Background: an optimization exercise with open tools, aiming at a short achievable clock period and few clock cycles. Do not read the settings as production practice. Where RTL was checked, it was by simulation tests only, not by an equivalence proof against the original. Only the layout flow was run in runs 1 and 2; the RTL was not checked for function there. No activity file was given, so power comes from the tool's default toggle rates.

$ cat flow/design.v
`timescale 1ns / 1ps
module TinyMIPS(clk, rst, data_fromRAM, wrEn, addr_toRAM, data_toRAM);
	input clk, rst;
	output reg wrEn;
	input [15:0] data_fromRAM;
	output reg [15:0] data_toRAM;
	output reg [7:0] addr_toRAM;
	reg [15:0] RF [7:0];
	reg [7:0] ar;            
	reg       afetch;        
	reg       wr;            
	reg [15:0] dr;           
	reg [7:0] pcf;           
	reg [7:0] fr;            
	reg       cfetch;        
	reg       csel;          
	reg       pf;            
	reg [15:0] cdat;
	reg [15:0] cd [0:15];
	reg [3:0] ctg [0:15];
	reg [15:0] cvl;
	reg       fv, f_btb;
	reg [7:0] fpc;
	reg [1:0] qn;
	reg [15:0] q0i, q1i;
	reg [7:0] q0p, q1p;
	reg       q0t, q1t, q0b, q1b;
	reg       ev, e_ann;
	reg       e_alu, e_mul, e_ld, e_st, e_sh, e_beq, e_blt, e_bgt, e_pred, e_btb, e_off1, e_off2;
	reg [2:0] ed;
	reg [15:0] eA, eB, eC;
	reg [1:0] cA, cB, cC;    
	reg [1:0] tA, tB, tC;    
	reg       sAr, sAm, sAl, sBr, sBm, sBl, sCr, sCm, sCl;   
	reg [7:0] e_pc;
	reg [5:0] e_imm;
	reg       skip_pend;
	reg       rv, mv, lv;
	reg [2:0] rd_, md, ldd;
	reg [15:0] res_r, mres_r, ld_r;
	reg       memv, wbv;
	reg [2:0] memd, wbd;
	reg       m2v, m3v;
	reg [2:0] m2d, m3d;
	reg [7:0] smc_pc, smc_pc1;
	reg [3:0] bv;
	reg [7:0] bpc0, bpc1, bpc2, bpc3, btg0, btg1, btg2, btg3, btp0, btp1, btp2, btp3;
	reg [1:0] bptr;
	reg       bi_r, bd_r;
	reg [7:0] bi_pc, bi_tg, bi_tp;
	always @* begin
		addr_toRAM = ar;
		wrEn = wr;
		data_toRAM = dr;
	end
	wire [15:0] opA = ({16{sAr}} & res_r) | ({16{sAm}} & mres_r) | ({16{sAl}} & ld_r) | ({16{~(sAr | sAm | sAl)}} & eA);
	wire [15:0] opB = ({16{sBr}} & res_r) | ({16{sBm}} & mres_r) | ({16{sBl}} & ld_r) | ({16{~(sBr | sBm | sBl)}} & eB);
	wire [15:0] opC = ({16{sCr}} & res_r) | ({16{sCm}} & mres_r) | ({16{sCl}} & ld_r) | ({16{~(sCr | sCm | sCl)}} & eC);
	wire e_wait = cA[1] | cB[1] | cC[1] | (e_mul & (sBr | sBm | sBl | sCr | sCm | sCl));
	wire evx = ev & ~e_ann;                    
	wire ex_go = evx & ~e_wait & ~smc;
	wire ex_hold = evx & e_st & wr & (&ar);    
	wire [15:0] sum;
	TinyMIPS_add16 u_add (.a(opB), .b(opC), .s(sum));
	wire sh_zero = (|opC[15:6]) | opC[4];
	wire [15:0] sh = sh_zero ? 16'd0 : (opC[5] ? (opB << opC[3:0]) : (opB >> opC[3:0]));
	wire [15:0] alu = e_sh ? sh : sum;
	wire ex_alu = ex_go & e_alu;
	wire ex_st = ex_go & e_st & ~ex_hold;
	wire ex_ld = ex_go & e_ld;
	wire ex_mem = ex_st | ex_ld;
	wire [7:0] sa = sum[7:0];
	wire tk = (e_beq & (opA == opB)) | (e_blt & (opA < opB)) | (e_bgt & (opA > opB));
	wire e_br = e_beq | e_blt | e_bgt;
	wire [7:0] e_pc1 = e_pc + 8'd1;
	wire [7:0] e_pc2 = e_pc + 8'd2;
	wire [7:0] e_tgt = e_pc + {{2{e_imm[5]}}, e_imm};
	wire [7:0] e_tgt1 = e_pc + {{2{e_imm[5]}}, e_imm} + 8'd1;
	wire taken = tk & ~e_off1 & ~(e_off2 & ~e_pred);
	wire skip_now = ex_go & e_br & tk & e_off2 & ~e_pred;
	wire misp = (ex_go & (e_br ? (taken != e_pred) : e_pred)) | (ev & e_ann & e_pred & ~smc);
	reg [15:0] mr0, mr1, mr2, mr3, mr4, mr5, mz0r, mz1r;
	wire mw1 = eB[0] & eC[0];
	wire mw2 = eB[1] & eC[0];
	wire mw3 = eB[0] & eC[1];
	wire mw4 = eB[2] & eC[0];
	wire mw5 = eB[1] & eC[1];
	wire mw6 = eB[0] & eC[2];
	wire mw7 = eB[3] & eC[0];
	wire mw8 = eB[2] & eC[1];
	wire mw9 = eB[1] & eC[2];
	wire mw10 = eB[0] & eC[3];
	wire mw11 = eB[4] & eC[0];
	wire mw12 = eB[3] & eC[1];
	wire mw13 = eB[2] & eC[2];
	wire mw14 = eB[1] & eC[3];
	wire mw15 = eB[0] & eC[4];
	wire mw16 = eB[5] & eC[0];
	wire mw17 = eB[4] & eC[1];
	wire mw18 = eB[3] & eC[2];
	wire mw19 = eB[2] & eC[3];
	wire mw20 = eB[1] & eC[4];
	wire mw21 = eB[0] & eC[5];
	wire mw22 = eB[6] & eC[0];
	wire mw23 = eB[5] & eC[1];
	wire mw24 = eB[4] & eC[2];
	wire mw25 = eB[3] & eC[3];
	wire mw26 = eB[2] & eC[4];
	wire mw27 = eB[1] & eC[5];
	wire mw28 = eB[0] & eC[6];
	wire mw29 = eB[7] & eC[0];
	wire mw30 = eB[6] & eC[1];
	wire mw31 = eB[5] & eC[2];
	wire mw32 = eB[4] & eC[3];
	wire mw33 = eB[3] & eC[4];
	wire mw34 = eB[2] & eC[5];
	wire mw35 = eB[1] & eC[6];
	wire mw36 = eB[0] & eC[7];
	wire mw37 = eB[8] & eC[0];
	wire mw38 = eB[7] & eC[1];
	wire mw39 = eB[6] & eC[2];
	wire mw40 = eB[5] & eC[3];
	wire mw41 = eB[4] & eC[4];
	wire mw42 = eB[3] & eC[5];
	wire mw43 = eB[2] & eC[6];
	wire mw44 = eB[1] & eC[7];
	wire mw45 = eB[0] & eC[8];
	wire mw46 = eB[9] & eC[0];
	wire mw47 = eB[8] & eC[1];
	wire mw48 = eB[7] & eC[2];
	wire mw49 = eB[6] & eC[3];
	wire mw50 = eB[5] & eC[4];
	wire mw51 = eB[4] & eC[5];
	wire mw52 = eB[3] & eC[6];
	wire mw53 = eB[2] & eC[7];
	wire mw54 = eB[1] & eC[8];
	wire mw55 = eB[0] & eC[9];
	wire mw56 = eB[10] & eC[0];
	wire mw57 = eB[9] & eC[1];
	wire mw58 = eB[8] & eC[2];
	wire mw59 = eB[7] & eC[3];
	wire mw60 = eB[6] & eC[4];
	wire mw61 = eB[5] & eC[5];
	wire mw62 = eB[4] & eC[6];
	wire mw63 = eB[3] & eC[7];
	wire mw64 = eB[2] & eC[8];
	wire mw65 = eB[1] & eC[9];
	wire mw66 = eB[0] & eC[10];
	wire mw67 = eB[11] & eC[0];
	wire mw68 = eB[10] & eC[1];
	wire mw69 = eB[9] & eC[2];
	wire mw70 = eB[8] & eC[3];
	wire mw71 = eB[7] & eC[4];
	wire mw72 = eB[6] & eC[5];
	wire mw73 = eB[5] & eC[6];
	wire mw74 = eB[4] & eC[7];
	wire mw75 = eB[3] & eC[8];
	wire mw76 = eB[2] & eC[9];
	wire mw77 = eB[1] & eC[10];
	wire mw78 = eB[0] & eC[11];
	wire mw79 = eB[12] & eC[0];
	wire mw80 = eB[11] & eC[1];
	wire mw81 = eB[10] & eC[2];
	wire mw82 = eB[9] & eC[3];
	wire mw83 = eB[8] & eC[4];
	wire mw84 = eB[7] & eC[5];
	wire mw85 = eB[6] & eC[6];
	wire mw86 = eB[5] & eC[7];
	wire mw87 = eB[4] & eC[8];
	wire mw88 = eB[3] & eC[9];
	wire mw89 = eB[2] & eC[10];
	wire mw90 = eB[1] & eC[11];
	wire mw91 = eB[0] & eC[12];
	wire mw92 = eB[13] & eC[0];
	wire mw93 = eB[12] & eC[1];
	wire mw94 = eB[11] & eC[2];
	wire mw95 = eB[10] & eC[3];
	wire mw96 = eB[9] & eC[4];
	wire mw97 = eB[8] & eC[5];
	wire mw98 = eB[7] & eC[6];
	wire mw99 = eB[6] & eC[7];
	wire mw100 = eB[5] & eC[8];
	wire mw101 = eB[4] & eC[9];
	wire mw102 = eB[3] & eC[10];
	wire mw103 = eB[2] & eC[11];
	wire mw104 = eB[1] & eC[12];
	wire mw105 = eB[0] & eC[13];
	wire mw106 = eB[14] & eC[0];
	wire mw107 = eB[13] & eC[1];
	wire mw108 = eB[12] & eC[2];
	wire mw109 = eB[11] & eC[3];
	wire mw110 = eB[10] & eC[4];
	wire mw111 = eB[9] & eC[5];
	wire mw112 = eB[8] & eC[6];
	wire mw113 = eB[7] & eC[7];
	wire mw114 = eB[6] & eC[8];
	wire mw115 = eB[5] & eC[9];
	wire mw116 = eB[4] & eC[10];
	wire mw117 = eB[3] & eC[11];
	wire mw118 = eB[2] & eC[12];
	wire mw119 = eB[1] & eC[13];
	wire mw120 = eB[0] & eC[14];
	wire mw121 = eB[15] & eC[0];
	wire mw122 = eB[14] & eC[1];
	wire mw123 = eB[13] & eC[2];
	wire mw124 = eB[12] & eC[3];
	wire mw125 = eB[11] & eC[4];
	wire mw126 = eB[10] & eC[5];
	wire mw127 = eB[9] & eC[6];
	wire mw128 = eB[8] & eC[7];
	wire mw129 = eB[7] & eC[8];
	wire mw130 = eB[6] & eC[9];
	wire mw131 = eB[5] & eC[10];
	wire mw132 = eB[4] & eC[11];
	wire mw133 = eB[3] & eC[12];
	wire mw134 = eB[2] & eC[13];
	wire mw135 = eB[1] & eC[14];
	wire mw136 = eB[0] & eC[15];
	wire mw137 = mw92 ^ mw93;
	wire mw138 = mw92 & mw93;
	wire mw139 = mw106 ^ mw107 ^ mw108;
	wire mw140 = (mw106 & mw107) | (mw106 & mw108) | (mw107 & mw108);
	wire mw141 = mw109 ^ mw110;
	wire mw142 = mw109 & mw110;
	wire mw143 = mw121 ^ mw122 ^ mw123;
	wire mw144 = (mw121 & mw122) | (mw121 & mw123) | (mw122 & mw123);
	wire mw145 = mw124 ^ mw125 ^ mw126;
	wire mw146 = (mw124 & mw125) | (mw124 & mw126) | (mw125 & mw126);
	wire mw147 = mw127 ^ mw128;
	wire mw148 = mw127 & mw128;
	wire mw149 = mw46 ^ mw47;
	wire mw150 = mw46 & mw47;
	wire mw151 = mw56 ^ mw57 ^ mw58;
	wire mw152 = (mw56 & mw57) | (mw56 & mw58) | (mw57 & mw58);
	wire mw153 = mw59 ^ mw60;
	wire mw154 = mw59 & mw60;
	wire mw155 = mw67 ^ mw68 ^ mw69;
	wire mw156 = (mw67 & mw68) | (mw67 & mw69) | (mw68 & mw69);
	wire mw157 = mw70 ^ mw71 ^ mw72;
	wire mw158 = (mw70 & mw71) | (mw70 & mw72) | (mw71 & mw72);
	wire mw159 = mw73 ^ mw74;
	wire mw160 = mw73 & mw74;
	wire mw161 = mw79 ^ mw80 ^ mw81;
	wire mw162 = (mw79 & mw80) | (mw79 & mw81) | (mw80 & mw81);
	wire mw163 = mw82 ^ mw83 ^ mw84;
	wire mw164 = (mw82 & mw83) | (mw82 & mw84) | (mw83 & mw84);
	wire mw165 = mw85 ^ mw86 ^ mw87;
	wire mw166 = (mw85 & mw86) | (mw85 & mw87) | (mw86 & mw87);
	wire mw167 = mw88 ^ mw89;
	wire mw168 = mw88 & mw89;
	wire mw169 = mw94 ^ mw95 ^ mw96;
	wire mw170 = (mw94 & mw95) | (mw94 & mw96) | (mw95 & mw96);
	wire mw171 = mw97 ^ mw98 ^ mw99;
	wire mw172 = (mw97 & mw98) | (mw97 & mw99) | (mw98 & mw99);
	wire mw173 = mw100 ^ mw101 ^ mw102;
	wire mw174 = (mw100 & mw101) | (mw100 & mw102) | (mw101 & mw102);
	wire mw175 = mw103 ^ mw104 ^ mw105;
	wire mw176 = (mw103 & mw104) | (mw103 & mw105) | (mw104 & mw105);
	wire mw177 = mw111 ^ mw112 ^ mw113;
	wire mw178 = (mw111 & mw112) | (mw111 & mw113) | (mw112 & mw113);
	wire mw179 = mw114 ^ mw115 ^ mw116;
	wire mw180 = (mw114 & mw115) | (mw114 & mw116) | (mw115 & mw116);
	wire mw181 = mw117 ^ mw118 ^ mw119;
	wire mw182 = (mw117 & mw118) | (mw117 & mw119) | (mw118 & mw119);
	wire mw183 = mw120 ^ mw139 ^ mw141;
	wire mw184 = (mw120 & mw139) | (mw120 & mw141) | (mw139 & mw141);
	wire mw185 = mw129 ^ mw130 ^ mw131;
	wire mw186 = (mw129 & mw130) | (mw129 & mw131) | (mw130 & mw131);
	wire mw187 = mw132 ^ mw133 ^ mw134;
	wire mw188 = (mw132 & mw133) | (mw132 & mw134) | (mw133 & mw134);
	wire mw189 = mw135 ^ mw136 ^ mw143;
	wire mw190 = (mw135 & mw136) | (mw135 & mw143) | (mw136 & mw143);
	wire mw191 = mw145 ^ mw147 ^ mw140;
	wire mw192 = (mw145 & mw147) | (mw145 & mw140) | (mw147 & mw140);
	wire mw193 = mw22 ^ mw23;
	wire mw194 = mw22 & mw23;
	wire mw195 = mw29 ^ mw30 ^ mw31;
	wire mw196 = (mw29 & mw30) | (mw29 & mw31) | (mw30 & mw31);
	wire mw197 = mw32 ^ mw33;
	wire mw198 = mw32 & mw33;
	wire mw199 = mw37 ^ mw38 ^ mw39;
	wire mw200 = (mw37 & mw38) | (mw37 & mw39) | (mw38 & mw39);
	wire mw201 = mw40 ^ mw41 ^ mw42;
	wire mw202 = (mw40 & mw41) | (mw40 & mw42) | (mw41 & mw42);
	wire mw203 = mw43 ^ mw44;
	wire mw204 = mw43 & mw44;
	wire mw205 = mw48 ^ mw49 ^ mw50;
	wire mw206 = (mw48 & mw49) | (mw48 & mw50) | (mw49 & mw50);
	wire mw207 = mw51 ^ mw52 ^ mw53;
	wire mw208 = (mw51 & mw52) | (mw51 & mw53) | (mw52 & mw53);
	wire mw209 = mw54 ^ mw55 ^ mw149;
	wire mw210 = (mw54 & mw55) | (mw54 & mw149) | (mw55 & mw149);
	wire mw211 = mw61 ^ mw62 ^ mw63;
	wire mw212 = (mw61 & mw62) | (mw61 & mw63) | (mw62 & mw63);
	wire mw213 = mw64 ^ mw65 ^ mw66;
	wire mw214 = (mw64 & mw65) | (mw64 & mw66) | (mw65 & mw66);
	wire mw215 = mw151 ^ mw153 ^ mw150;
	wire mw216 = (mw151 & mw153) | (mw151 & mw150) | (mw153 & mw150);
	wire mw217 = mw75 ^ mw76 ^ mw77;
	wire mw218 = (mw75 & mw76) | (mw75 & mw77) | (mw76 & mw77);
	wire mw219 = mw78 ^ mw155 ^ mw157;
	wire mw220 = (mw78 & mw155) | (mw78 & mw157) | (mw155 & mw157);
	wire mw221 = mw159 ^ mw152 ^ mw154;
	wire mw222 = (mw159 & mw152) | (mw159 & mw154) | (mw152 & mw154);
	wire mw223 = mw90 ^ mw91 ^ mw161;
	wire mw224 = (mw90 & mw91) | (mw90 & mw161) | (mw91 & mw161);
	wire mw225 = mw163 ^ mw165 ^ mw167;
	wire mw226 = (mw163 & mw165) | (mw163 & mw167) | (mw165 & mw167);
	wire mw227 = mw156 ^ mw158 ^ mw160;
	wire mw228 = (mw156 & mw158) | (mw156 & mw160) | (mw158 & mw160);
	wire mw229 = mw137 ^ mw169 ^ mw171;
	wire mw230 = (mw137 & mw169) | (mw137 & mw171) | (mw169 & mw171);
	wire mw231 = mw173 ^ mw175 ^ mw162;
	wire mw232 = (mw173 & mw175) | (mw173 & mw162) | (mw175 & mw162);
	wire mw233 = mw164 ^ mw166 ^ mw168;
	wire mw234 = (mw164 & mw166) | (mw164 & mw168) | (mw166 & mw168);
	wire mw235 = mw138 ^ mw177 ^ mw179;
	wire mw236 = (mw138 & mw177) | (mw138 & mw179) | (mw177 & mw179);
	wire mw237 = mw181 ^ mw183 ^ mw170;
	wire mw238 = (mw181 & mw183) | (mw181 & mw170) | (mw183 & mw170);
	wire mw239 = mw172 ^ mw174 ^ mw176;
	wire mw240 = (mw172 & mw174) | (mw172 & mw176) | (mw174 & mw176);
	wire mw241 = mw142 ^ mw185 ^ mw187;
	wire mw242 = (mw142 & mw185) | (mw142 & mw187) | (mw185 & mw187);
	wire mw243 = mw189 ^ mw191 ^ mw178;
	wire mw244 = (mw189 & mw191) | (mw189 & mw178) | (mw191 & mw178);
	wire mw245 = mw180 ^ mw182 ^ mw184;
	wire mw246 = (mw180 & mw182) | (mw180 & mw184) | (mw182 & mw184);
	wire [15:0] mq0 = {mw241, mw235, mw229, mw223, mw217, mw211, mw205, mw45, mw34, mw24, mw16, mw11, mw7, mw4, mw2, mw1};
	wire [15:0] mq1 = {mw243, mw237, mw231, mw225, mw219, mw213, mw207, mw199, mw35, mw25, mw17, mw12, mw8, mw5, mw3, 1'b0};
	wire [15:0] mq2 = {mw245, mw239, mw233, mw227, mw221, mw215, mw209, mw201, mw36, mw26, mw18, mw13, mw9, mw6, 1'b0, 1'b0};
	wire [15:0] mq3 = {mw236, mw230, mw224, mw218, mw212, mw206, mw200, mw203, mw195, mw27, mw19, mw14, mw10, 1'b0, 1'b0, 1'b0};
	wire [15:0] mq4 = {mw238, mw232, mw226, mw220, mw214, mw208, mw202, mw196, mw197, mw28, mw20, mw15, 1'b0, 1'b0, 1'b0, 1'b0};
	wire [15:0] mq5 = {mw240, mw234, mw228, mw222, mw216, mw210, mw204, mw198, mw194, mw193, mw21, 1'b0, 1'b0, 1'b0, 1'b0, 1'b0};
	wire mw247 = mr0[4] ^ mr1[4];
	wire mw248 = mr0[4] & mr1[4];
	wire mw249 = mr0[5] ^ mr1[5] ^ mr2[5];
	wire mw250 = (mr0[5] & mr1[5]) | (mr0[5] & mr2[5]) | (mr1[5] & mr2[5]);
	wire mw251 = mr3[5] ^ mr4[5];
	wire mw252 = mr3[5] & mr4[5];
	wire mw253 = mr0[6] ^ mr1[6] ^ mr2[6];
	wire mw254 = (mr0[6] & mr1[6]) | (mr0[6] & mr2[6]) | (mr1[6] & mr2[6]);
	wire mw255 = mr3[6] ^ mr4[6] ^ mr5[6];
	wire mw256 = (mr3[6] & mr4[6]) | (mr3[6] & mr5[6]) | (mr4[6] & mr5[6]);
	wire mw257 = mr0[7] ^ mr1[7] ^ mr2[7];
	wire mw258 = (mr0[7] & mr1[7]) | (mr0[7] & mr2[7]) | (mr1[7] & mr2[7]);
	wire mw259 = mr3[7] ^ mr4[7] ^ mr5[7];
	wire mw260 = (mr3[7] & mr4[7]) | (mr3[7] & mr5[7]) | (mr4[7] & mr5[7]);
	wire mw261 = mr0[8] ^ mr1[8] ^ mr2[8];
	wire mw262 = (mr0[8] & mr1[8]) | (mr0[8] & mr2[8]) | (mr1[8] & mr2[8]);
	wire mw263 = mr3[8] ^ mr4[8] ^ mr5[8];
	wire mw264 = (mr3[8] & mr4[8]) | (mr3[8] & mr5[8]) | (mr4[8] & mr5[8]);
	wire mw265 = mr0[9] ^ mr1[9] ^ mr2[9];
	wire mw266 = (mr0[9] & mr1[9]) | (mr0[9] & mr2[9]) | (mr1[9] & mr2[9]);
	wire mw267 = mr3[9] ^ mr4[9] ^ mr5[9];
	wire mw268 = (mr3[9] & mr4[9]) | (mr3[9] & mr5[9]) | (mr4[9] & mr5[9]);
	wire mw269 = mr0[10] ^ mr1[10] ^ mr2[10];
	wire mw270 = (mr0[10] & mr1[10]) | (mr0[10] & mr2[10]) | (mr1[10] & mr2[10]);
	wire mw271 = mr3[10] ^ mr4[10] ^ mr5[10];
	wire mw272 = (mr3[10] & mr4[10]) | (mr3[10] & mr5[10]) | (mr4[10] & mr5[10]);
	wire mw273 = mr0[11] ^ mr1[11] ^ mr2[11];
	wire mw274 = (mr0[11] & mr1[11]) | (mr0[11] & mr2[11]) | (mr1[11] & mr2[11]);
	wire mw275 = mr3[11] ^ mr4[11] ^ mr5[11];
	wire mw276 = (mr3[11] & mr4[11]) | (mr3[11] & mr5[11]) | (mr4[11] & mr5[11]);
	wire mw277 = mr0[12] ^ mr1[12] ^ mr2[12];
	wire mw278 = (mr0[12] & mr1[12]) | (mr0[12] & mr2[12]) | (mr1[12] & mr2[12]);
	wire mw279 = mr3[12] ^ mr4[12] ^ mr5[12];
	wire mw280 = (mr3[12] & mr4[12]) | (mr3[12] & mr5[12]) | (mr4[12] & mr5[12]);
	wire mw281 = mr0[13] ^ mr1[13] ^ mr2[13];
	wire mw282 = (mr0[13] & mr1[13]) | (mr0[13] & mr2[13]) | (mr1[13] & mr2[13]);
	wire mw283 = mr3[13] ^ mr4[13] ^ mr5[13];
	wire mw284 = (mr3[13] & mr4[13]) | (mr3[13] & mr5[13]) | (mr4[13] & mr5[13]);
	wire mw285 = mr0[14] ^ mr1[14] ^ mr2[14];
	wire mw286 = (mr0[14] & mr1[14]) | (mr0[14] & mr2[14]) | (mr1[14] & mr2[14]);
	wire mw287 = mr3[14] ^ mr4[14] ^ mr5[14];
	wire mw288 = (mr3[14] & mr4[14]) | (mr3[14] & mr5[14]) | (mr4[14] & mr5[14]);
	wire mw289 = mr0[15] ^ mr1[15] ^ mr2[15];
	wire mw290 = (mr0[15] & mr1[15]) | (mr0[15] & mr2[15]) | (mr1[15] & mr2[15]);
	wire mw291 = mr3[15] ^ mr4[15] ^ mr5[15];
	wire mw292 = (mr3[15] & mr4[15]) | (mr3[15] & mr5[15]) | (mr4[15] & mr5[15]);
	wire mw293 = mr0[3] ^ mr1[3];
	wire mw294 = mr0[3] & mr1[3];
	wire mw295 = mr2[4] ^ mr3[4] ^ mr4[4];
	wire mw296 = (mr2[4] & mr3[4]) | (mr2[4] & mr4[4]) | (mr3[4] & mr4[4]);
	wire mw297 = mr5[5] ^ mw249 ^ mw251;
	wire mw298 = (mr5[5] & mw249) | (mr5[5] & mw251) | (mw249 & mw251);
	wire mw299 = mw253 ^ mw255 ^ mw250;
	wire mw300 = (mw253 & mw255) | (mw253 & mw250) | (mw255 & mw250);
	wire mw301 = mw257 ^ mw259 ^ mw254;
	wire mw302 = (mw257 & mw259) | (mw257 & mw254) | (mw259 & mw254);
	wire mw303 = mw261 ^ mw263 ^ mw258;
	wire mw304 = (mw261 & mw263) | (mw261 & mw258) | (mw263 & mw258);
	wire mw305 = mw265 ^ mw267 ^ mw262;
	wire mw306 = (mw265 & mw267) | (mw265 & mw262) | (mw267 & mw262);
	wire mw307 = mw269 ^ mw271 ^ mw266;
	wire mw308 = (mw269 & mw271) | (mw269 & mw266) | (mw271 & mw266);
	wire mw309 = mw273 ^ mw275 ^ mw270;
	wire mw310 = (mw273 & mw275) | (mw273 & mw270) | (mw275 & mw270);
	wire mw311 = mw277 ^ mw279 ^ mw274;
	wire mw312 = (mw277 & mw279) | (mw277 & mw274) | (mw279 & mw274);
	wire mw313 = mw281 ^ mw283 ^ mw278;
	wire mw314 = (mw281 & mw283) | (mw281 & mw278) | (mw283 & mw278);
	wire mw315 = mw285 ^ mw287 ^ mw282;
	wire mw316 = (mw285 & mw287) | (mw285 & mw282) | (mw287 & mw282);
	wire mw317 = mw289 ^ mw291 ^ mw286;
	wire mw318 = (mw289 & mw291) | (mw289 & mw286) | (mw291 & mw286);
	wire mw319 = mr0[2] ^ mr1[2];
	wire mw320 = mr0[2] & mr1[2];
	wire mw321 = mr2[3] ^ mr3[3] ^ mw293;
	wire mw322 = (mr2[3] & mr3[3]) | (mr2[3] & mw293) | (mr3[3] & mw293);
	wire mw323 = mw247 ^ mw295 ^ mw294;
	wire mw324 = (mw247 & mw295) | (mw247 & mw294) | (mw295 & mw294);
	wire mw325 = mw248 ^ mw297 ^ mw296;
	wire mw326 = (mw248 & mw297) | (mw248 & mw296) | (mw297 & mw296);
	wire mw327 = mw252 ^ mw299 ^ mw298;
	wire mw328 = (mw252 & mw299) | (mw252 & mw298) | (mw299 & mw298);
	wire mw329 = mw256 ^ mw301 ^ mw300;
	wire mw330 = (mw256 & mw301) | (mw256 & mw300) | (mw301 & mw300);
	wire mw331 = mw260 ^ mw303 ^ mw302;
	wire mw332 = (mw260 & mw303) | (mw260 & mw302) | (mw303 & mw302);
	wire mw333 = mw264 ^ mw305 ^ mw304;
	wire mw334 = (mw264 & mw305) | (mw264 & mw304) | (mw305 & mw304);
	wire mw335 = mw268 ^ mw307 ^ mw306;
	wire mw336 = (mw268 & mw307) | (mw268 & mw306) | (mw307 & mw306);
	wire mw337 = mw272 ^ mw309 ^ mw308;
	wire mw338 = (mw272 & mw309) | (mw272 & mw308) | (mw309 & mw308);
	wire mw339 = mw276 ^ mw311 ^ mw310;
	wire mw340 = (mw276 & mw311) | (mw276 & mw310) | (mw311 & mw310);
	wire mw341 = mw280 ^ mw313 ^ mw312;
	wire mw342 = (mw280 & mw313) | (mw280 & mw312) | (mw313 & mw312);
	wire mw343 = mw284 ^ mw315 ^ mw314;
	wire mw344 = (mw284 & mw315) | (mw284 & mw314) | (mw315 & mw314);
	wire mw345 = mw288 ^ mw317 ^ mw316;
	wire mw346 = (mw288 & mw317) | (mw288 & mw316) | (mw317 & mw316);
	wire [15:0] mz0 = {mw345, mw343, mw341, mw339, mw337, mw335, mw333, mw331, mw329, mw327, mw325, mw323, mw321, mr2[2], mr0[1], mr0[0]};
	wire [15:0] mz1 = {mw344, mw342, mw340, mw338, mw336, mw334, mw332, mw330, mw328, mw326, mw324, mw322, mw320, mw319, mr1[1], 1'b0};
	wire [15:0] mres;
	TinyMIPS_add16 u_madd (.a(mz0r), .b(mz1r), .s(mres));
	wire [15:0] fdat = csel ? cdat : data_fromRAM;
	wire [3:0] fop = fdat[15:12];
	wire f_stat = fv & (fop == 4'd8 || fop == 4'd9 || fop == 4'd10) & fdat[5] & ~f_btb;
	wire f_pred = f_stat | (fv & f_btb);
	wire [7:0] f_tgt = fpc + {{2{fdat[5]}}, fdat[5:0]};
	wire [7:0] f_tgt1 = fpc + {{2{fdat[5]}}, fdat[5:0]} + 8'd1;
	wire anyf = afetch | cfetch;
	wire cmiss = cfetch & (~(cvl[fr[3:0]] & (ctg[fr[3:0]] == fr[7:4])) | (wr & (fr == ar)));
	wire [3:0] bh = {bv[3] & (bpc3 == fr), bv[2] & (bpc2 == fr), bv[1] & (bpc1 == fr), bv[0] & (bpc0 == fr)};
	wire bhit = anyf & (|bh);
	wire [7:0] bt = ({8{bh[0]}} & btg0) | ({8{bh[1]}} & btg1) | ({8{bh[2]}} & btg2) | ({8{bh[3]}} & btg3);
	wire [7:0] bt1 = ({8{bh[0]}} & btp0) | ({8{bh[1]}} & btp1) | ({8{bh[2]}} & btp2) | ({8{bh[3]}} & btp3);
	wire d_valid = (qn != 2'd0) | fv;
	wire [15:0] di = (qn != 2'd0) ? q0i : fdat;
	wire [7:0] dp = (qn != 2'd0) ? q0p : fpc;
	wire d_pred = (qn != 2'd0) ? q0t : f_pred;
	wire d_btb = (qn != 2'd0) ? q0b : f_btb;
	wire [3:0] op = di[15:12];
	wire [2:0] sA = di[11:9], sB = di[8:6], sC = di[5:3];
	wire is_add = op == 4'd0, is_addi = op == 4'd1, is_mul = op == 4'd2, is_srl = op == 4'd3;
	wire is_ld = op == 4'd4, is_st = op == 4'd5, is_cp = op == 4'd6, is_cpi = op == 4'd7;
	wire is_beq = op == 4'd8, is_blt = op == 4'd9, is_bgt = op == 4'd10;
	wire useA = is_st | is_beq | is_blt | is_bgt;
	wire useB = ~is_cpi & (op <= 4'd10);
	wire useC = is_add | is_mul | is_srl;
	wire [15:0] rA = (rv && rd_ == sA) ? res_r : (mv && md == sA) ? mres_r : (lv && ldd == sA) ? ld_r : RF[sA];
	wire [15:0] rB = (rv && rd_ == sB) ? res_r : (mv && md == sB) ? mres_r : (lv && ldd == sB) ? ld_r : RF[sB];
	wire [15:0] rC = (rv && rd_ == sC) ? res_r : (mv && md == sC) ? mres_r : (lv && ldd == sC) ? ld_r : RF[sC];
	wire exw = evx & (e_alu | e_mul | e_ld);
	wire memw = memv & ~(ex_alu & (ed == memd));
	wire [3:0] fwA = (exw && ed == sA) ? (e_alu ? 4'b0100 : e_mul ? 4'b1101 : 4'b1110) :
	                 (m2v && m2d == sA) ? 4'b1001 : (memw && memd == sA) ? 4'b1010 :
	                 (m3v && m3d == sA) ? 4'b0101 : (wbv && wbd == sA) ? 4'b0110 : 4'b0000;
	wire [3:0] fwB = (exw && ed == sB) ? (e_alu ? 4'b0100 : e_mul ? 4'b1101 : 4'b1110) :
	                 (m2v && m2d == sB) ? 4'b1001 : (memw && memd == sB) ? 4'b1010 :
	                 (m3v && m3d == sB) ? 4'b0101 : (wbv && wbd == sB) ? 4'b0110 : 4'b0000;
	wire [3:0] fwC = (exw && ed == sC) ? (e_alu ? 4'b0100 : e_mul ? 4'b1101 : 4'b1110) :
	                 (m2v && m2d == sC) ? 4'b1001 : (memw && memd == sC) ? 4'b1010 :
	                 (m3v && m3d == sC) ? 4'b0101 : (wbv && wbd == sC) ? 4'b0110 : 4'b0000;
	wire smc = wr & ((ev & (e_pc == ar)) | ((qn != 2'd0) & (q0p == ar)) | ((qn == 2'd2) & (q1p == ar)) |
	                 (fv & (fpc == ar)));
	wire flush = misp | smc;
	wire ex_free = ~(evx & (e_wait | ex_hold));
	wire cons = d_valid & ex_free;
	wire pred_redir = f_stat & ~flush;
	wire fv_nf = anyf & ~f_stat & ~cmiss;
	wire [1:0] qn_nf = qn + {1'b0, fv} - {1'b0, cons};
	wire room = (qn_nf == 2'd0) | ((qn_nf == 2'd1) & ~fv_nf);
	wire fetch = ~ex_mem & room;
	wire fill = pf & ~csel;
	wire cfet = ex_mem & room & ~f_stat;
	wire [7:0] redir = smc ? smc_pc : ((taken & ~e_ann) ? e_tgt : e_pc1);
	wire [7:0] redir1 = smc ? smc_pc1 : ((taken & ~e_ann) ? e_tgt1 : e_pc2);
	wire [7:0] fa_n = f_stat ? f_tgt : cmiss ? fr : (bhit ? bt : pcf);
	wire [7:0] fa1_n = f_stat ? f_tgt1 : cmiss ? fr + 8'd1 : (bhit ? bt1 : pcf + 8'd1);
	wire b_ins = ex_go & e_br & taken & ~e_btb;
	wire b_del = ex_go & e_br & ~taken & e_btb;
	always @(posedge clk) begin
		if (lv) RF[ldd] <= ld_r;
		if (mv) RF[md] <= mres_r;
		if (rv) RF[rd_] <= res_r;
		res_r <= alu;
		rd_ <= ed;
		mres_r <= mres;
		md <= m3d;
		ld_r <= data_fromRAM;
		ldd <= wbd;
		fpc <= fr;
		memd <= ed;
		wbd <= memd;
		m2d <= ed;
		mr0 <= mq0;
		mr1 <= mq1;
		mr2 <= mq2;
		mr3 <= mq3;
		mr4 <= mq4;
		mr5 <= mq5;
		mz0r <= mz0;
		mz1r <= mz1;
		m3d <= m2d;
		dr <= opA;
		ar <= ex_mem ? sa : (flush ? redir : fa_n);
		fr <= flush ? redir : fa_n;
		cdat <= cd[fr[3:0]];
		if (fill) begin
			cd[fpc[3:0]] <= data_fromRAM;
			ctg[fpc[3:0]] <= fpc[7:4];
		end
		if (ex_st) begin
			smc_pc <= e_pc1;
			smc_pc1 <= e_pc2;
		end
		f_btb <= bhit;
		bi_pc <= e_pc;
		bi_tg <= e_tgt;
		bi_tp <= e_tgt1;
		if (qn == 2'd0 || (qn == 2'd1 && cons)) begin
			q0i <= fdat; q0p <= fpc; q0t <= f_pred; q0b <= f_btb;
		end
		else if (qn == 2'd2 && cons) begin
			q0i <= q1i; q0p <= q1p; q0t <= q1t; q0b <= q1b;
		end
		if (!(qn == 2'd2 && !cons)) begin
			q1i <= fdat; q1p <= fpc; q1t <= f_pred; q1b <= f_btb;
		end
		if (bi_r) begin
			case (bptr)
			2'd0: begin bpc0 <= bi_pc; btg0 <= bi_tg; btp0 <= bi_tp; end
			2'd1: begin bpc1 <= bi_pc; btg1 <= bi_tg; btp1 <= bi_tp; end
			2'd2: begin bpc2 <= bi_pc; btg2 <= bi_tg; btp2 <= bi_tp; end
			default: begin bpc3 <= bi_pc; btg3 <= bi_tg; btp3 <= bi_tp; end
			endcase
		end
		if (ex_free) begin
			e_alu <= is_add | is_addi | is_srl | is_cp | is_cpi;
			e_mul <= is_mul;
			e_ld <= is_ld;
			e_st <= is_st;
			e_sh <= is_srl;
			e_beq <= is_beq;
			e_blt <= is_blt;
			e_bgt <= is_bgt;
			e_pred <= d_pred;
			e_btb <= d_btb;
			e_ann <= skip_now | skip_pend;
			e_off1 <= di[5:0] == 6'd1;
			e_off2 <= di[5:0] == 6'd2;
			ed <= sA;
			cA <= useA ? fwA[3:2] : 2'd0;
			cB <= useB ? fwB[3:2] : 2'd0;
			cC <= useC ? fwC[3:2] : 2'd0;
			tA <= fwA[1:0];
			tB <= fwB[1:0];
			tC <= fwC[1:0];
			e_pc <= dp;
			e_imm <= di[5:0];
		end
		else begin
			if (cA != 2'd0) cA <= cA - 2'd1;
			if (cB != 2'd0) cB <= cB - 2'd1;
			if (cC != 2'd0) cC <= cC - 2'd1;
		end
		eA <= ({16{ex_free}} & rA) | ({16{~ex_free}} & opA);
		eB <= ({16{ex_free}} & (is_cpi ? {7'd0, di[8:0]} : rB)) | ({16{~ex_free}} & opB);
		eC <= ({16{ex_free}} & (useC ? rC : is_addi ? {{10{di[5]}}, di[5:0]} : (is_ld | is_st) ? {10'd0, di[5:0]} : 16'd0)) | ({16{~ex_free}} & opC);
		sAr <= ex_free ? (useA & (fwA == 4'b0100)) : ((cA == 2'd2) & (tA == 2'd0));
		sAm <= ex_free ? (useA & (fwA == 4'b0101)) : ((cA == 2'd2) & (tA == 2'd1));
		sAl <= ex_free ? (useA & (fwA == 4'b0110)) : ((cA == 2'd2) & (tA == 2'd2));
		sBr <= ex_free ? (useB & (fwB == 4'b0100)) : ((cB == 2'd2) & (tB == 2'd0));
		sBm <= ex_free ? (useB & (fwB == 4'b0101)) : ((cB == 2'd2) & (tB == 2'd1));
		sBl <= ex_free ? (useB & (fwB == 4'b0110)) : ((cB == 2'd2) & (tB == 2'd2));
		sCr <= ex_free ? (useC & (fwC == 4'b0100)) : ((cC == 2'd2) & (tC == 2'd0));
		sCm <= ex_free ? (useC & (fwC == 4'b0101)) : ((cC == 2'd2) & (tC == 2'd1));
		sCl <= ex_free ? (useC & (fwC == 4'b0110)) : ((cC == 2'd2) & (tC == 2'd2));
		if (rst) begin
			ar <= 8'd0;
			afetch <= 1'b1;
			cfetch <= 1'b0;
			csel <= 1'b0;
			pf <= 1'b0;
			fr <= 8'd0;
			cvl <= 16'd0;
			wr <= 1'b0;
			pcf <= 8'd1;
			fv <= 1'b0;
			qn <= 2'd0;
			ev <= 1'b0;
			rv <= 1'b0;
			mv <= 1'b0;
			lv <= 1'b0;
			memv <= 1'b0;
			wbv <= 1'b0;
			m2v <= 1'b0;
			m3v <= 1'b0;
			bv <= 4'd0;
			bptr <= 2'd0;
			bi_r <= 1'b0;
			bd_r <= 1'b0;
			skip_pend <= 1'b0;
		end
		else begin
			wr <= ex_st;
			afetch <= flush | fetch;
			cfetch <= ~flush & cfet;
			csel <= cfetch;
			pf <= afetch;
			fv <= ~flush & fv_nf;
			if (fill) cvl[fpc[3:0]] <= 1'b1;
			if (wr) cvl[ar[3:0]] <= 1'b0;
			qn <= flush ? 2'd0 : qn_nf;
			pcf <= flush ? redir1 : ((fetch | cfet) ? fa1_n : fa_n);
			if (ex_free | smc)
				ev <= cons & ~flush;
			rv <= ex_alu;
			mv <= m3v;
			m3v <= m2v & ~(ex_alu && ed == m2d);
			lv <= wbv;
			memv <= ex_ld;
			wbv <= memw;
			m2v <= ex_go & e_mul;
			skip_pend <= (skip_now | skip_pend) & ~cons & ~flush;
			bi_r <= b_ins;
			bd_r <= b_del;
			if (bi_r) begin
				bv[bptr] <= 1'b1;
				bptr <= bptr + 2'd1;
			end
			if (bd_r) begin
				if (bpc0 == bi_pc) bv[0] <= 1'b0;
				if (bpc1 == bi_pc) bv[1] <= 1'b0;
				if (bpc2 == bi_pc) bv[2] <= 1'b0;
				if (bpc3 == bi_pc) bv[3] <= 1'b0;
			end
			if (wr) begin
				if (bpc0 == ar) bv[0] <= 1'b0;
				if (bpc1 == ar) bv[1] <= 1'b0;
				if (bpc2 == ar) bv[2] <= 1'b0;
				if (bpc3 == ar) bv[3] <= 1'b0;
			end
		end
	end
endmodule
module TinyMIPS_add16(a, b, s);
	input [15:0] a, b;
	output [15:0] s;
	wire [15:0] g0 = a & b, p0 = a ^ b;
	wire [15:0] g1, p1, g2, p2, g3, p3, g4;
	genvar i;
	generate for (i = 0; i < 16; i = i + 1) begin : pf
		if (i >= 1) begin : a1
			assign g1[i] = g0[i] | (p0[i] & g0[i-1]);
			assign p1[i] = p0[i] & p0[i-1];
		end else begin : b1
			assign g1[i] = g0[i];
			assign p1[i] = p0[i];
		end
		if (i >= 2) begin : a2
			assign g2[i] = g1[i] | (p1[i] & g1[i-2]);
			assign p2[i] = p1[i] & p1[i-2];
		end else begin : b2
			assign g2[i] = g1[i];
			assign p2[i] = p1[i];
		end
		if (i >= 4) begin : a3
			assign g3[i] = g2[i] | (p2[i] & g2[i-4]);
			assign p3[i] = p2[i] & p2[i-4];
		end else begin : b3
			assign g3[i] = g2[i];
			assign p3[i] = p2[i];
		end
		if (i >= 8) begin : a4
			assign g4[i] = g3[i] | (p3[i] & g3[i-8]);
		end else begin : b4
			assign g4[i] = g3[i];
		end
	end endgenerate
	assign s = p0 ^ {g4[14:0], 1'b0};
endmodule
$ cat flow/run.sh
#!/bin/bash
# synth_recipe.tcl (not shown) runs the flow's synth.tcl, then flattens the netlist and writes it again
# the make line also repeats each setting of config.mk as NAME=value (left out here)
make -C /OpenROAD-flow-scripts/flow DESIGN_CONFIG=/design/flow/config.mk WORK_HOME=/design/flow/orfs CLKGATE_MAP_FILE= SYNTH_SCRIPT=/design/flow/synth_recipe.tcl finish
$ cat flow/config.mk
export PLATFORM = sky130hd
export DESIGN_NAME = TinyMIPS
export DESIGN_NICKNAME = TinyMIPS
export VERILOG_FILES = /design/flow/design.v
export SDC_FILE = /design/flow/constraint.sdc
export NUM_CORES = 4
export LEC_CHECK = 0
export CAP_MARGIN = 20
export CORE_MARGIN = 2
export CORE_UTILIZATION = 40
export SETUP_SLACK_MARGIN = 4.3
export SLEW_MARGIN = 20
$ cat flow/constraint.sdc
create_clock -name core_clock -period 7.0 [get_ports {clk}]
set_input_delay 1.4000 -clock core_clock [delete_from_list [all_inputs] [get_ports {clk}]]
set_output_delay 1.4000 -clock core_clock [all_outputs]
set_load 0.01 [all_outputs]
==> results of run 1 <==
[per-stage QoR]
stage / area, µm² / instances / power [mW]
2_1_floorplan: 51450 / 4211 / 16.31
3_3_place_gp: 53620 / 5753 / 19.58
3_5_place_dp: 53620 / 5753 / 19.69
4_1_cts: 62630 / 6261 / 28.68
5_1_grt: 64260 / 6357 / 31.12
6_report: 64260 / 6360 / 29.82
[power by group]
| group | internal (mW) | switching [mW] | total, mW | leakage [nW] |
|---|---|---|---|---|
| Sequential | 7.65 | 1.45 | 9.10 | 9.09 |
| Clock | 3.72 | 2.55 | 6.27 | 1.92 |
| Combinational | 6.70 | 7.76 | 14.5 | 12.8 |
[path summary, 6_finish.rpt]
kind | to | slack (ns)
min reg2reg | mz0r[2]$_DFF_P_ | 0.34
max reg2reg | pcf[2]$_SDFF_PP0_ | 2.87
max | pcf[2]$_SDFF_PP0_ | 2.87
min | mz0r[2]$_DFF_P_ | 0.34
[cells in the mapped netlist (82+ instances only)]
cell / count
clkbuf_1: 187
ha_1: 102
a21oi_1: 298
nor2_1: 336
edfxtp_1: 654
fa_1: 82
xnor2_1: 187
o21ai_0: 124
mux4_2: 188
dfxtp_1: 356
mux2i_1: 118
and2_1: 103
xor2_1: 100
inv_1: 199
nand2_1: 328
[layout make-up]
type / instances / area (µm²)
Fill cell: 10536 / 61140
Sequential cell: 1010 / 26860
Multi-Input combinational cell: 2744 / 24780
Timing Repair Buffer: 543 / 5812
Clock buffer: 145 / 3055
Tap cell: 1650 / 2064
Clock inverter: 62 / 884.6
Inverter: 202 / 789.5
Timing Repair inverter: 1 / 7.507
Antenna cell: 3 / 7.507
[kinds of logic after synthesis]
| family | count (synthesis) | synth area share, % |
|---|---|---|
| buffers and inverters | 468 | 3.708 |
| and+or+nand+nor | 1059 | 9.712 |
| xor gates and xnor gates | 287 | 4.976 |
| DFF | 1010 | 52.99 |
| muxes | 350 | 11.74 |
| AOI/OAI and AO/OA | 851 | 11.06 |
| adders and majority gates | 186 | 5.816 |
[repair_timing]
item | CTS | global route
gates cloned | 28 | 7
gates resized for setup | 701 | 178
pin swaps | 153 | 112
endpoints found under the setup margin | 366 | 259
hold buffers | 0 | 0
buffers inserted | 273 | 88
[worst max-delay path, stage by stage (launching register included)]
cell      delay [ns]
dfxtp_2         0.32
buf_8           0.14
buf_6           0.14
nor3_4          0.21
buf_12          0.15
nand2_1         0.06
nand2_2         0.12
ha_4            0.22
buf_4           0.13
a21o_1          0.17
a221oi_1        0.43
o21ai_1         0.27
o311a_1         0.44
o41ai_4         0.37
a32o_4          0.30
nor2_4          0.10
a2111o_1        0.39
o31ai_2         0.07
[metal layers]
metal	vias up	wire, µm	global-route usage [%]
li1	16373	-	-
met4	16	7230	9.332
met5	-	114	0
met3	441	15140	4.812
met1	18499	67280	33.97
met2	1981	74580	38.72
==> metrics.md, run 1 <==
| Metric | Value |
|---|---|
| Antenna-violating nets left | 0 |
| Max VDD drop | 0.0002836 V |
| Total Routing Usage GR | 24.71% |
| Dominant cells by area after synthesis | edfxtp_1 39%, dfxtp_1 14%, mux4_2 8.4% |
| Syn-to-layout area delta | 27.22% |
| Vias | 37310 |
| DRC marker count from the first detailed-route iteration | 4672 |
| Row cnt | 130 |
| DRT Wirelength | 164.3 mm |
| Min Hold Slack | 0.3351 ns |
| Die Area | 129100 µm² |
| Die Ht | 359.4 µm |
| Status | timing/DRC/antenna clean |
| Vias in the first global route | 36027 |
| CTS Buffer Depth | 3 |
| Worst R2R Path Depth | 17 |
| Worst min-delay path startpoint | mr2[2]$_DFF_P_ |
| CTS tree | built |
| Core ar. | 125400 µm² |
| H-tree depth | 3 |
| Commonest non-fill, non-tap cells in the layout | 654 x edfxtp_1, 320 x buf_4, 315 x dfxtp_1 |
| Post-synthesis area per instance | 12.00 µm² |
| CP endpoint kind | flip-flop |
| Pwr per Cell Area | 464.1 nW/µm² |
| Syn Inst Count | 4211 |
| Tmin final | 4.126 ns |
| WL per Instance | 25.84 µm |
| Hold/Removal Path Class | reg2reg |
| Clock Pin Slew Worst Setup and Hold Paths | 0.06 ns |
| Share of the synthesized area in the top cell type | 38.88% |
| Layout cells sized above 1 | 30.66% |
| Synth Register Bits | 1010 |
| Hold depth | 0 |
| Most common cell after layout, fill and taps aside | edfxtp_1 |
| Hold Violations, Final | 0 |
| Final WS setup | 2.874 ns |
| Max Cap Viol | 0 |
| Largest net degree at the start of global routing | 59 |
| Clock latency at the later pin of the worst-skew pair | 0.76 ns |
| Worst setup SP type | flip-flop |
| Setup Skew | 0.06374 ns |
| CP startpoint | sAr$_DFF_P_ |
| RePlAce Congestion | 0.9230 |
| Die W | 359.4 µm |
| First-pass GRT wire length | 240.4 mm |
| Vias per cell | 5.866 |
| I/O Buffers | 42 |
| Fmax | 242.4 MHz |
| Fin crit share | 58.94% |
| Starting Density | 40.28% |
| EDFF count, synth | 654 |
| Max Slew Vio Count | 0 |
| Slew @ Worst Pin | 1.245 ns |
| Synth async-reset ratio | 0% |
| Synth Cell Area | 50510 µm² |
| Final count of negative-setup-slack endpoints | 0 |
| YS warnings | 1 |
| Fin util | 51.24% |
| Top Ports | 43 |
| CTS Sinks | 1010 |
| Pleak | 23.81 nW |
| RSZ-0062 raised after global routing | yes |
| WS Path Type | reg2reg |
| Inserted Clock Buffers | 110 |
| Rel. slew slack | 14.64% |
| Ys flop type | edfxtp_1 |
| Max reg flops | 256 |
| CP Data Arrival Time | 4.79 ns |
| Crit path required time | 7.67 ns |
| Setup TNS | 0 ns |
| Synth area leader | edfxtp_1 |
| Antenna violations before repair | 13 |
| DP Wirelength | 100.3 mm |
| Synth unique cells | 96 |
| First-pass iteration count of the detailed router | 10 |
| Place WS | 1.700 ns |
| Nets | 4814 |
| Critical R2R Launch | sAr$_DFF_P_ |
| Max Fanout on Critical Path | 9 |
| # DRC | 0 |
| Sequential-to-total area share from yosys stat | 52.99% |
| Grt ovf | 0 |
| Syn_nets | 4413 |
| CTS root buffer | clkbuf_16 |
==> inputs of run 2 (changes only) <==
--- a/flow/design.v
+++ b/flow/design.v
@@ -32,6 +32,7 @@
 	reg [1:0] cA, cB, cC;    
 	reg [1:0] tA, tB, tC;    
 	reg       sAr, sAm, sAl, sBr, sBm, sBl, sCr, sCm, sCl;   
+	reg       sAe, sBe, sCe;                                 
 	reg [7:0] e_pc;
 	reg [5:0] e_imm;
 	reg       skip_pend;
@@ -53,9 +54,9 @@
 		wrEn = wr;
 		data_toRAM = dr;
 	end
-	wire [15:0] opA = ({16{sAr}} & res_r) | ({16{sAm}} & mres_r) | ({16{sAl}} & ld_r) | ({16{~(sAr | sAm | sAl)}} & eA);
-	wire [15:0] opB = ({16{sBr}} & res_r) | ({16{sBm}} & mres_r) | ({16{sBl}} & ld_r) | ({16{~(sBr | sBm | sBl)}} & eB);
-	wire [15:0] opC = ({16{sCr}} & res_r) | ({16{sCm}} & mres_r) | ({16{sCl}} & ld_r) | ({16{~(sCr | sCm | sCl)}} & eC);
+	wire [15:0] opA = ({16{sAr}} & res_r) | ({16{sAm}} & mres_r) | ({16{sAl}} & ld_r) | ({16{sAe}} & eA);
+	wire [15:0] opB = ({16{sBr}} & res_r) | ({16{sBm}} & mres_r) | ({16{sBl}} & ld_r) | ({16{sBe}} & eB);
+	wire [15:0] opC = ({16{sCr}} & res_r) | ({16{sCm}} & mres_r) | ({16{sCl}} & ld_r) | ({16{sCe}} & eC);
 	wire e_wait = cA[1] | cB[1] | cC[1] | (e_mul & (sBr | sBm | sBl | sCr | sCm | sCl));
 	wire evx = ev & ~e_ann;                    
 	wire ex_go = evx & ~e_wait & ~smc;
@@ -590,6 +591,9 @@
 		sCr <= ex_free ? (useC & (fwC == 4'b0100)) : ((cC == 2'd2) & (tC == 2'd0));
 		sCm <= ex_free ? (useC & (fwC == 4'b0101)) : ((cC == 2'd2) & (tC == 2'd1));
 		sCl <= ex_free ? (useC & (fwC == 4'b0110)) : ((cC == 2'd2) & (tC == 2'd2));
+		sAe <= ex_free ? ~(useA & (fwA[3:2] == 2'd1)) : (cA != 2'd2);
+		sBe <= ex_free ? ~(useB & (fwB[3:2] == 2'd1)) : (cB != 2'd2);
+		sCe <= ex_free ? ~(useC & (fwC[3:2] == 2'd1)) : (cC != 2'd2);
 		if (rst) begin
 			ar <= 8'd0;
 			afetch <= 1'b1;
==> metrics.md, run 2 <==
| Metric | Value |
|---|---|
| CP endpoint kind | flip-flop |
| Nets | 4762 (-1.1%) |
| Top Ports | 43 (unchanged) |
| Core ar. | 125900 µm² (+0.39%) |
| Synth Register Bits | 1013 (+0.30%) |
| Count leader, synth | edfxtp_1 |
| Non-Filler Instances | 6303 (-0.90%) |
| Rel. slew slack | 20.63% (+6.0 points) |
| Grt ovf | 0 (unchanged) |
| H-tree depth | 3 (unchanged) |
| Clock Pin Slew Worst Setup and Hold Paths | 0.06 ns (about the same) |
| Layout cells sized above 1 | 30.31% (-0.35 points) |
| First-pass iteration count of the detailed router | 7 (-3) |
| Hold/Removal Path Class | reg2reg |
| Placed inst area | 53820 µm² (+0.37%) |
| Status | timing/DRC/antenna clean |
| DRT Wirelength | 160.3 mm (-2.5%) |
| Hold Violations, Final | 0 (unchanged) |
| Fill cell count | 10673 (+1.3%) |
| Final Power | 29.43 mW (-1.3%) |
| Synth async-reset ratio | 0% (unchanged) |
| CTS root buffer | clkbuf_16 |
| Min Hold Slack | 0.3281 ns (-0.006976 ns) |
| Setup TNS | 0 ns (unchanged) |
| Post-CTS Hold Fix Bufs | 0 (unchanged) |
| Die Area | 129900 µm² (+0.55%) |
| Max Slew Vio Count | 0 (unchanged) |
| Total Routing Usage GR | 23.98% (-0.73 points) |
| Pleak | 23.35 nW (-2.0%) |
| CTS Buffer Depth | 3 (unchanged) |
| Max VDD drop | 0.0002201 V (-22%) |
| Slew @ Worst Pin | 1.157 ns (-0.08735 ns) |
| WS Path Type | reg2reg |
| CTS tree | built |
| Final count of negative-setup-slack endpoints | 0 (unchanged) |
| YS warnings | 1 (unchanged) |
| CTS Sinks | 1013 (+0.30%) |
| Antenna violations before repair | 3 (-10) |
| Largest net degree at the start of global routing | 64 (+8.5%) |
| Commonest non-fill, non-tap cells in the layout | 654 x edfxtp_1, 296 x nor2_1, 291 x nand2_1, 291 x buf_4, 278 x dfxtp_1 |
| DP Wirelength | 97.22 mm (-3.0%) |
| Antenna-violating nets left | 0 (unchanged) |
| Fmax | 255.5 MHz (+5.4%) |
| RSZ-0062 raised after global routing | yes |
| Most common cell after layout, fill and taps aside | edfxtp_1 |
| Fin crit share | 55.90% (-3.0 points) |
| Max Cap Viol | 0 (unchanged) |
| CP Data Arrival Time | 4.57 ns (-0.22 ns) |
| Share of the synthesized area in the top cell type | 38.66% (-0.22 points) |
| I/O Buffers | 42 (unchanged) |
| Placed Cells incl. Taps | 5762 (+0.16%) |
| Post-synthesis area per instance | 11.95 µm² (-0.37%) |
| Tmin final | 3.913 ns (-0.2126 ns) |
| Syn-to-layout area delta | 25.43% |
| Synth area leader | edfxtp_1 |
| Ys flop type | edfxtp_1 |
| Setup Skew | 0.07056 ns (+0.006824 ns) |
| First-pass GRT wire length | 234.6 mm (-2.4%) |
| Die Ht | 360.4 µm (+0.27%) |
| Clock latency at the later pin of the worst-skew pair | 0.77 ns (about the same) |
| Commonest cells in the netlist | 654 x edfxtp_1, 359 x dfxtp_1, 329 x nor2_1 |
| Synth unique cells | 96 (unchanged) |
| WL per Instance | 25.43 µm (-1.6%) |
| Die W | 360.4 µm (+0.27%) |
| Crit path required time | 7.66 ns (about the same) |
| EDFF count, synth | 654 (unchanged) |
| Starting Density | 40.35% (+0.067 points) |
| Vias | 36991 (-0.85%) |
| Sequential-to-total area share from yosys stat | 52.81% (-0.18 points) |
| Synth Cell Area | 50790 µm² (+0.56%) |
| Final instance area | 63710 µm² (-0.86%) |
| Worst setup SP type | flip-flop |
| Max Fanout on Critical Path | 8 (-1) |
| # DRC | 0 (unchanged) |
| Dominant cells by area after synthesis | edfxtp_1 39%, dfxtp_1 14%, mux4_2 8.4% |
| DRC marker count from the first detailed-route iteration | 4152 (-11%) |
| Max reg flops | 256 (unchanged) |
| Vias per cell | 5.869 (about the same) |
| RePlAce Congestion | 0.9294 (+0.69%) |
| Syn_nets | 4452 (+0.88%) |
| Inserted Clock Buffers | 106 (-3.6%) |
| Row cnt | 130 (unchanged) |
| Vias in the first global route | 35896 (-0.36%) |
| Syn Inst Count | 4250 (+0.93%) |
| Pwr per Cell Area | 462.0 nW/µm² (-0.46%) |
run 2: cell types whose count changed in the layout (fill, tap and decap cells not counted), sizes merged, moves of 12 or more:
cell and delta:
nor2 -12, nor3 -15, nand3 +26, buf -67, a22o -17, a31oi -15
a222oi -35, a22oi +101, o31ai +15
run 2: per-layer routing:
metal	track usage, %	part of all wire (%)	vias to the layer above
met5	0	0.0044	-
met3	3.338	7.8	453
li1	-	-	16268
met2	37.95	46	1781
met4	12.58	5.8	2
met1	32.13	40	18487
run 2: cells by family (layout without fill, tap and decap cells):
| logic type | after synthesis | in the layout | share of synthesized area (%) |
|---|---|---|---|
| muxes | 357 | 358 | 11.89 |
| other | 0 | 1 | 0 |
| buffers and inverters | 483 | 878 | 3.791 |
| adders and majority gates | 186 | 186 | 5.784 |
| and+or+nand+nor | 1027 | 1030 | 9.331 |
| xor gates and xnor gates | 292 | 292 | 5.035 |
| DFF | 1013 | 1013 | 52.81 |
| AOI/OAI and AO/OA | 892 | 895 | 11.36 |
run 2: worst max-delay path: stages (launching register included):
cell	delay (ns)
dfxtp_4	0.39
buf_8	0.16
a22o_4	0.25
a221oi_4	0.24
ha_4	0.26
and4_4	0.15
a221oi_4	0.40
o311ai_2	0.19
a32oi_2	0.33
nand2_2	0.11
a221o_2	0.39
buf_12	0.14
or4_4	0.43
and3_4	0.19
o21a_1	0.15
run 2: report_power, final:
part           internal [mW]  switching [mW]
registers               7.71            1.44
logic                   6.62            7.70
clock network           3.44            2.51
run 2: final timing paths:
check / slack, ns / end / cells after the start / start
worst max register to register: 3.09 / ar[3]$_SDFF_PP0_ / 14 / sBr$_DFF_P_
worst min-delay path: 0.33 / mz0r[0]$_DFF_P_ / 0 / mr0[0]$_DFF_P_
worst min register to register: 0.33 / mz0r[0]$_DFF_P_ / 0 / mr0[0]$_DFF_P_
worst max-delay path: 3.09 / ar[3]$_SDFF_PP0_ / 14 / sBr$_DFF_P_
run 2: per-stage QoR:
stage               setup WS (ns)  util (%)
global route                2.970     50.60
CTS                         3.111     49.28
floorplan                   3.367         -
detailed placement          1.585     42.75
global placement            1.430     42.72
finish                      3.087     50.61
run 2: final cells by class:
cell class	instances	area, µm²	area share [%]
inverter	201	789.5	1.239
tap	1650	2064	3.240
antenna	1	2.502	0.003928
timing repair buffer	477	5204	8.168
multi-input combinational	2761	24940	39.15
clock inverter	68	807.0	1.267
sequential	1013	27000	42.39
clock buffer	132	2895	4.544
run 2: repair_timing:
action	4_1_cts	5_1_grt
gates cloned	27	5
endpoints found under the hold margin	0	0
pin swaps	125	120
setup endpoints to repair	372	310
resized for setup	679	200
buffers inserted	216	92
==> inputs of run 3 (changes only) <==
--- a/flow/design.v
+++ b/flow/design.v
@@ -36,6 +36,8 @@
 	reg [7:0] e_pc;
 	reg [5:0] e_imm;
 	reg       skip_pend;
+	reg       misp_r;            
+	reg [7:0] redir_r, redir1_r;
 	reg       rv, mv, lv;
 	reg [2:0] rd_, md, ldd;
 	reg [15:0] res_r, mres_r, ld_r;
@@ -59,7 +61,7 @@
 	wire [15:0] opC = ({16{sCr}} & res_r) | ({16{sCm}} & mres_r) | ({16{sCl}} & ld_r) | ({16{sCe}} & eC);
 	wire e_wait = cA[1] | cB[1] | cC[1] | (e_mul & (sBr | sBm | sBl | sCr | sCm | sCl));
 	wire evx = ev & ~e_ann;                    
-	wire ex_go = evx & ~e_wait & ~smc;
+	wire ex_go = evx & ~e_wait & ~smc & ~misp_r;
 	wire ex_hold = evx & e_st & wr & (&ar);    
 	wire [15:0] sum;
 	TinyMIPS_add16 u_add (.a(opB), .b(opC), .s(sum));
@@ -79,7 +81,7 @@
 	wire [7:0] e_tgt1 = e_pc + {{2{e_imm[5]}}, e_imm} + 8'd1;
 	wire taken = tk & ~e_off1 & ~(e_off2 & ~e_pred);
 	wire skip_now = ex_go & e_br & tk & e_off2 & ~e_pred;
-	wire misp = (ex_go & (e_br ? (taken != e_pred) : e_pred)) | (ev & e_ann & e_pred & ~smc);
+	wire misp = (ex_go & (e_br ? (taken != e_pred) : e_pred)) | (ev & e_ann & e_pred & ~smc & ~misp_r);
 	reg [15:0] mr0, mr1, mr2, mr3, mr4, mr5, mz0r, mz1r;
 	wire mw1 = eB[0] & eC[0];
 	wire mw2 = eB[1] & eC[0];
@@ -478,7 +480,7 @@
 	                 (m3v && m3d == sC) ? 4'b0101 : (wbv && wbd == sC) ? 4'b0110 : 4'b0000;
 	wire smc = wr & ((ev & (e_pc == ar)) | ((qn != 2'd0) & (q0p == ar)) | ((qn == 2'd2) & (q1p == ar)) |
 	                 (fv & (fpc == ar)));
-	wire flush = misp | smc;
+	wire flush = misp_r | smc;
 	wire ex_free = ~(evx & (e_wait | ex_hold));
 	wire cons = d_valid & ex_free;
 	wire pred_redir = f_stat & ~flush;
@@ -488,8 +490,8 @@
 	wire fetch = ~ex_mem & room;
 	wire fill = pf & ~csel;
 	wire cfet = ex_mem & room & ~f_stat;
-	wire [7:0] redir = smc ? smc_pc : ((taken & ~e_ann) ? e_tgt : e_pc1);
-	wire [7:0] redir1 = smc ? smc_pc1 : ((taken & ~e_ann) ? e_tgt1 : e_pc2);
+	wire [7:0] redir = smc ? smc_pc : redir_r;
+	wire [7:0] redir1 = smc ? smc_pc1 : redir1_r;
 	wire [7:0] fa_n = f_stat ? f_tgt : cmiss ? fr : (bhit ? bt : pcf);
 	wire [7:0] fa1_n = f_stat ? f_tgt1 : cmiss ? fr + 8'd1 : (bhit ? bt1 : pcf + 8'd1);
 	wire b_ins = ex_go & e_br & taken & ~e_btb;
@@ -525,6 +527,8 @@
 			cd[fpc[3:0]] <= data_fromRAM;
 			ctg[fpc[3:0]] <= fpc[7:4];
 		end
+		redir_r <= (taken & ~e_ann) ? e_tgt : e_pc1;
+		redir1_r <= (taken & ~e_ann) ? e_tgt1 : e_pc2;
 		if (ex_st) begin
 			smc_pc <= e_pc1;
 			smc_pc1 <= e_pc2;
@@ -619,6 +623,7 @@
 			bi_r <= 1'b0;
 			bd_r <= 1'b0;
 			skip_pend <= 1'b0;
+			misp_r <= 1'b0;
 		end
 		else begin
 			wr <= ex_st;
@@ -631,8 +636,9 @@
 			if (wr) cvl[ar[3:0]] <= 1'b0;
 			qn <= flush ? 2'd0 : qn_nf;
 			pcf <= flush ? redir1 : ((fetch | cfet) ? fa1_n : fa_n);
-			if (ex_free | smc)
+			if (ex_free | flush)
 				ev <= cons & ~flush;
+			misp_r <= misp & ~flush;
 			rv <= ex_alu;
 			mv <= m3v;
 			m3v <= m2v & ~(ex_alu && ed == m2d);
==> metrics.md, run 3 <==
| Metric | Value |
|---|---|
| Slew @ Worst Pin | 1.200 ns (+0.04302 ns) |
| Tmin final | 3.381 ns (-0.5324 ns) |
| Met2 Usage GRT | 39.05% (+1.1 points) |
| Antenna violations before repair | 5 (+2) |
| EDFF count, synth | 654 (unchanged) |
| Non-Filler Instances | 6454 (+2.4%) |
| Layout cells sized above 1 | 32.99% (+2.7 points) |
| Synth async-reset ratio | 0% (unchanged) |
| Sequential-to-total area share from yosys stat | 53.01% (+0.20 points) |
| Clock Pin Slew Worst Setup and Hold Paths | 0.06 ns (about the same) |
| Met1 Resource Use GR | 34.38% (+2.3 points) |
| Max VDD drop | 0.0002645 V (+20%) |
| DP Wirelength | 100.3 mm (+3.1%) |
| Post-synthesis area per instance | 12.01 µm² (+0.46%) |
| Antenna-violating nets left | 0 (unchanged) |
| CP Data Arrival Time | 4.02 ns (-0.55 ns) |
| Synth unique cells | 99 (+3.1%) |
| Top Ports | 43 (unchanged) |
| Placed Cells incl. Taps | 5811 (+0.85%) |
| Starting Density | 40.24% (-0.11 points) |
| WL per Instance | 26.54 µm (+4.3%) |
| DRT Wirelength | 171.3 mm (+6.8%) |
| Syn-to-layout area delta | 29.37% |
| CP endpoint kind | flip-flop |
| Inserted Clock Buffers | 108 (+1.9%) |
| Worst setup SP type | flip-flop |
| Commonest cells in the netlist | 654 x edfxtp_1, 376 x dfxtp_1, 362 x nand2_1 |
| Max reg flops | 256 (unchanged) |
| CTS tree | built |
| Share of the synthesized area in the top cell type | 38.32% (-0.34 points) |
| Nets | 4898 (+2.9%) |
| Worst min-delay path startpoint | mr0[1]$_DFF_P_ |
| Crit path required time | 7.64 ns (-0.02 ns) |
| Syn Inst Count | 4268 (+0.42%) |
| Hold/Removal Path Class | reg2reg |
| Grt ovf | 0 (unchanged) |
| Fin crit share | 48.30% (-7.6 points) |
| CTS Buffer Depth | 3 (unchanged) |
| Status | timing/DRC/antenna clean |
| Synth Cell Area | 51250 µm² (+0.89%) |
| Clock latency at the later pin of the worst-skew pair | 0.76 ns (about the same) |
| First-pass iteration count of the detailed router | 6 (-1) |
| Diodes inserted | 0 (-1) |
| Hold Violations, Final | 0 (unchanged) |
| DRC marker count from the first detailed-route iteration | 4602 (+11%) |
| Vias | 38744 (+4.7%) |
| Die Ht | 361.9 µm (+0.44%) |
| Most common cell after layout, fill and taps aside | edfxtp_1 |
| Vias per cell | 6.003 (+2.3%) |
| Ys flop type | edfxtp_1 |
| CP startpoint | ld_r[13]$_DFF_P_ |
| H-tree depth | 3 (unchanged) |
| RePlAce Congestion | 0.9533 (+2.6%) |
| RSZ-0062 raised after global routing | yes |
| CTS Sinks | 1030 (+1.7%) |
| Die Area | 131000 µm² (+0.88%) |
| Commonest non-fill, non-tap cells in the layout | 654 x edfxtp_1, 319 x nand2_1, 311 x buf_4 |
| Pwr per Cell Area | 457.3 nW/µm² (-1.0%) |
| Setup Skew | 0.05407 ns (-0.01649 ns) |
| Vias in the first global route | 37371 (+4.1%) |
| Synth area leader | edfxtp_1 |
| I/O Buffers | 42 (unchanged) |
| Total Routing Usage GR | 25.20% (+1.2 points) |
| Synth Register Bits | 1030 (+1.7%) |
| Grt peak-use layer | met2 |
| WS Path Type | reg2reg |
| Critical R2R Launch | ld_r[13]$_DFF_P_ |
| Fmax | 295.8 MHz (+16%) |
| Max Slew Vio Count | 0 (unchanged) |
| Core ar. | 127400 µm² (+1.2%) |
| Row cnt | 131 (+0.77%) |
-- run 3: worst max-delay path, stage by stage (launching register included) --
cell and delay, ns:
dfxtp_2 0.56, a22oi_1 0.17, nand2_2 0.16, inv_2 0.11, ha_1 0.31, a21o_1 0.16, a21o_1 0.21, a21oi_4 0.23
o2111ai_4 0.19, a21bo_1 0.24, a21boi_2 0.16, nor2b_4 0.21, buf_6 0.13, buf_12 0.13, mux2_4 0.30
-- run 3: metrics by stage --
stage	util, %	hold slack (ns)	setup WS (ns)	instance area [µm²]	power, mW
4_1_cts	50.11	0.3292	3.662	63820	28.71
2_1_floorplan	-	0.3096	3.494	52290	16.40
3_3_place_gp	42.66	0.3108	1.770	54320	19.58
3_5_place_dp	42.66	0.3150	1.681	54320	19.67
6_report	52.05	0.3278	3.619	66290	30.32
5_1_grt	52.05	0.3349	3.523	66290	31.59
-- run 3: where the power goes --
group          total (mW)  switching, mW  internal (mW)
clock                6.25           2.59           3.66
combinational        14.8           7.88           6.89
sequential           9.31           1.46           7.84
total                30.3           11.9           18.4
-- run 3: worst paths after layout --
check             slack, ns  cells after the start            endpoint
setup / recovery       3.62                     14  redir_r[6]$_DFF_P_
hold reg to reg        0.33                      0     mz0r[1]$_DFF_P_
setup reg to reg       3.62                     14  redir_r[6]$_DFF_P_
hold / removal         0.33                      0     mz0r[1]$_DFF_P_
-- run 3: area by class of cell --
cell class	count	area, µm²
repair buffers	577	6513
well taps	1662	2079
clock buffers	129	2903
flip-flops and latches	1030	27370
repair inverters	1	7.507
inverters	200	819.5
multi-input cells	2778	25610
fillers	10396	61060
clock inverters	77	993.5
-- run 3: layer usage --
layer | up-vias | wire length, µm
met5 | - | 0
met4 | 0 | 8954
met3 | 524 | 16800
met2 | 2234 | 77110
met1 | 19356 | 68410
li1 | 16630 | -
-- run 3: repair_timing --
item	4_1_cts	5_1_grt
hold endpoints to repair	0	0
hold buffers	0	0
setup endpoints to repair	356	248
pin swaps	166	190
resized for setup	773	290
cloned	38	11
buffers inserted	272	116
-- run 3: logic make-up (layout without fill, tap and decap cells) --
kind of cell,after synthesis,count (layout),synth area share [%]
AND/OR/NAND/NOR,1056,1062,9.627
flip-flops,1030,1030,53.01
AO/OA/AOI/OAI,880,888,11.24
buffers and inverters,475,984,3.772
multiplexers,347,348,11.59
XOR/XNOR,292,292,4.991
adder cells (fa/ha/maj),188,188,5.772
Testbench counts of run 3, summed over its fixed seeds: cycles 42,685.

Setup slack of run 3, layout unchanged: 3.619 ns with ideal ports, 3.619 ns with driving cells assumed (clock clkbuf_16, inputs buf_2), 2.920 ns with port delays also shifted by the 0.812 ns mid clock arrival.
